This design comes from an exercise in tuning for small area and a short achievable clock period on the open sky130 flow, not from production work.
Function was checked by simulation only, so behaviour that the tests miss may differ from the original.
Power figures rest on the tool's default switching activity, not on a simulated workload.

==> flow/design.v (excerpt) <==
module top_2dsys(
  input          clock,
  input          reset,
  input  [127:0] io_in,
  input          io_rw_co,
  input          io_ping_pong_wr,
  input          io_ping_pong_rd,
  input          io_wr_input,
  output         io_wr_ready,
  input          io_start,
  input          io_iormac,
  output         io_sys_busy,
  input          io_rd_output,
  output         io_rd_ready,
  output [127:0] io_out
);
For scale: roughly 15,000 cells after synthesis, about 5,400 flip-flops, roughly 270 I/O pins, ~220,000 um^2 of cells after synthesis.
==> flow/config.mk <==
export PLATFORM = sky130hd
export DESIGN_NAME = top_2dsys
export DESIGN_NICKNAME = top_2dsys
export VERILOG_FILES = /design/flow/design.v
export SDC_FILE = /design/flow/constraint.sdc
export NUM_CORES = 8
export LEC_CHECK = 0
export CAP_MARGIN = 20
export CORE_MARGIN = 2
export CORE_UTILIZATION = 45
export CTS_CLUSTER_DIAMETER = 100
export CTS_CLUSTER_SIZE = 20
export SLEW_MARGIN = 30
==> flow/constraint.sdc <==
create_clock -name core_clock -period 12.0 [get_ports {clock}]
set_input_delay 2.4000 -clock core_clock [delete_from_list [all_inputs] [get_ports {clock}]]
set_output_delay 2.4000 -clock core_clock [all_outputs]
set_load 0.01 [all_outputs]
standard.sh (not shown) runs the stock make flow with config.mk's settings and CLKGATE_MAP_FILE= SYNTH_SCRIPT=/design/flow/synth_recipe.tcl, a recipe that flattens the netlist after the stock synthesis.
==> flow/flow/run.sh <==
#!/bin/bash
# Layout: the standard flow (standard.sh) with three changes to how the
# layout is made: the port buffers are buf_4 cells instead of the flow's
# default choice (a delay buffer); setup repair aims at a larger slack
# margin; and after placement each flip-flop that drives an output buffer is
# moved next to that buffer (flow/outflops.tcl) before CTS.  Synthesis,
# floorplan, power grid, CTS and routing are the standard steps.  Each
# tool's full output goes to a log file here (standard_place.log,
# outflops.log, standard_finish.log); the ORFS step logs stay in orfs/logs/.
set -euo pipefail
VARS=("BUFFER_PORTS_ARGS=-buffer_cell sky130_fd_sc_hd__buf_4" "SETUP_SLACK_MARGIN=8")
bash standard.sh place "${VARS[@]}" > standard_place.log 2>&1
PLACE_ODB="$PWD/orfs/results/$FLOW_PLATFORM/top_2dsys/base/3_place.odb" \
  openroad -no_init -exit flow/outflops.tcl > outflops.log 2>&1
bash standard.sh finish "${VARS[@]}" > standard_finish.log 2>&1
==> flow/flow/outflops.tcl <==
# Place each flip-flop that drives an output port's buffer right beside that
# buffer (the buffer sits at the port), then legalize.  Nothing else changes:
# the output buffers stay where the standard flow put them.
read_db $::env(PLACE_ODB)
set block [ord::get_db_block]
set moved 0
foreach bterm [$block getBTerms] {
  if {[$bterm getIoType] ne "OUTPUT"} { continue }
  set net [$bterm getNet]
  if {$net eq "NULL"} { continue }
  set buf ""
  foreach it [$net getITerms] {
    if {[$it isOutputSignal]} { set buf [$it getInst] }
  }
  if {$buf eq ""} { continue }
  set innet ""
  foreach it [$buf getITerms] {
    if {[$it isInputSignal] && [$it getNet] ne "NULL"} { set innet [$it getNet] }
  }
  if {$innet eq ""} { continue }
  set ff ""
  set loads 0
  foreach it [$innet getITerms] {
    if {[$it isOutputSignal]} { set ff [$it getInst] } else { incr loads }
  }
  if {$ff eq "" || $loads != 1} { continue }
  if {![[$ff getMaster] isSequential]} { continue }
  set loc [$buf getLocation]
  $ff setLocation [lindex $loc 0] [lindex $loc 1]
  incr moved
}
puts "outflops: moved $moved flip-flops next to their output buffers"
detailed_placement
check_placement
write_db $::env(PLACE_ODB)
The starting point finished with timing, DRC and antenna clean.
Change:
--- a/flow/flow/run.sh
+++ b/flow/flow/run.sh
@@ -10,3 +10,3 @@
 set -euo pipefail
-VARS=("BUFFER_PORTS_ARGS=-buffer_cell sky130_fd_sc_hd__buf_4" "SETUP_SLACK_MARGIN=8")
+VARS=("BUFFER_PORTS_ARGS=-buffer_cell sky130_fd_sc_hd__buf_4" "SETUP_SLACK_MARGIN=8.3")
 bash standard.sh place "${VARS[@]}" > standard_place.log 2>&1
Settings changed: CTS_CLUSTER_SIZE 20 to 25.
Effect: Wire length stays flat. Final area rises by 0.42%. Sequential share of layout area hardly moves. Final cell count is about the same. Synthesized cell count does not change. Register-to-register slack improved by 0.13 ns. Fmax falls by 0.63%. Hold slack improved by 0.030 ns. Total power falls by 1.8%. Clock power falls by about 7%. Clock-buffer cell count falls by 75.
Change:
--- a/flow/flow/run.sh
+++ b/flow/flow/run.sh
@@ -10,3 +10,3 @@
 set -euo pipefail
-VARS=("BUFFER_PORTS_ARGS=-buffer_cell sky130_fd_sc_hd__buf_4" "SETUP_SLACK_MARGIN=8.3")
+VARS=("BUFFER_PORTS_ARGS=-buffer_cell sky130_fd_sc_hd__buf_4" "SETUP_SLACK_MARGIN=8.2")
 bash standard.sh place "${VARS[@]}" > standard_place.log 2>&1
Settings changed: CTS_CLUSTER_SIZE 25 to 20.
- The new run produced a clean layout
- final area is about the same
- clock-buffer cell count rose by 76
- non-clock buffer count fell by 36
- synthesized area does not change
- via count barely changes
- power rose by 2.0%
- die area stays the same
Change:
Settings changed: CTS_CLUSTER_SIZE 20 to 25.
The new run ran to the end with no violations; count of clock-buffer cells in the layout drops by 83; first-iteration DRC count climbs by about 0.9%; area after synthesis is unchanged; power drops by about 2%; maximum frequency climbs by about 0.44%; wire length drops by about 0.33%; sequential cell count is unchanged.
Change:
Settings changed: CTS_CLUSTER_SIZE 25 to 20, PLACE_DENSITY from default to 0.75.
Outcome: Synthesized cell count does not change; worst setup slack degrades by 0.043 ns; area after synthesis stays the same; final cell count barely changes; cell area went up by 0.32%; power went up by 1.5%; maximum frequency went down by 1.1%.

-- re-timing with driven ports --
In the flow no input, the clock included, has a driving cell. The finished layouts below were timed again as built, in two steps.
Step 1 sets driving cells, clkbuf_16 on the clock port and buf_2 on the other inputs (assumed; they add their load-dependent delay and slew).
Step 2 times the ports against the registers' clock, not the clock port: input delays grow and output delays shrink by t, the midpoint of the rising clock arrivals with the driver on.
Slacks: ideal ports / drivers / drivers and shift; pairs: ideal ports / drivers.
run | t (ns) | setup WS [ns] | pins driven straight from the clock port
the first run | 1.118 | 8.115 / 7.997 / 7.491 | 1
the second run | 1.117 | 8.090 / 7.988 / 7.552 | 1
the third run | 1.119 | 8.117 / 7.997 / 7.506 | 1
the fourth run | 1.104 | 8.135 / 8.015 / 7.510 | 1
the fifth run | 1.126 | 8.092 / 7.976 / 7.341 | 1
After both steps every run listed still meets setup and hold. The setup slack of the fifth run, which loses most, moves by -0.116 ns with the drivers and by -0.751 ns with both steps.
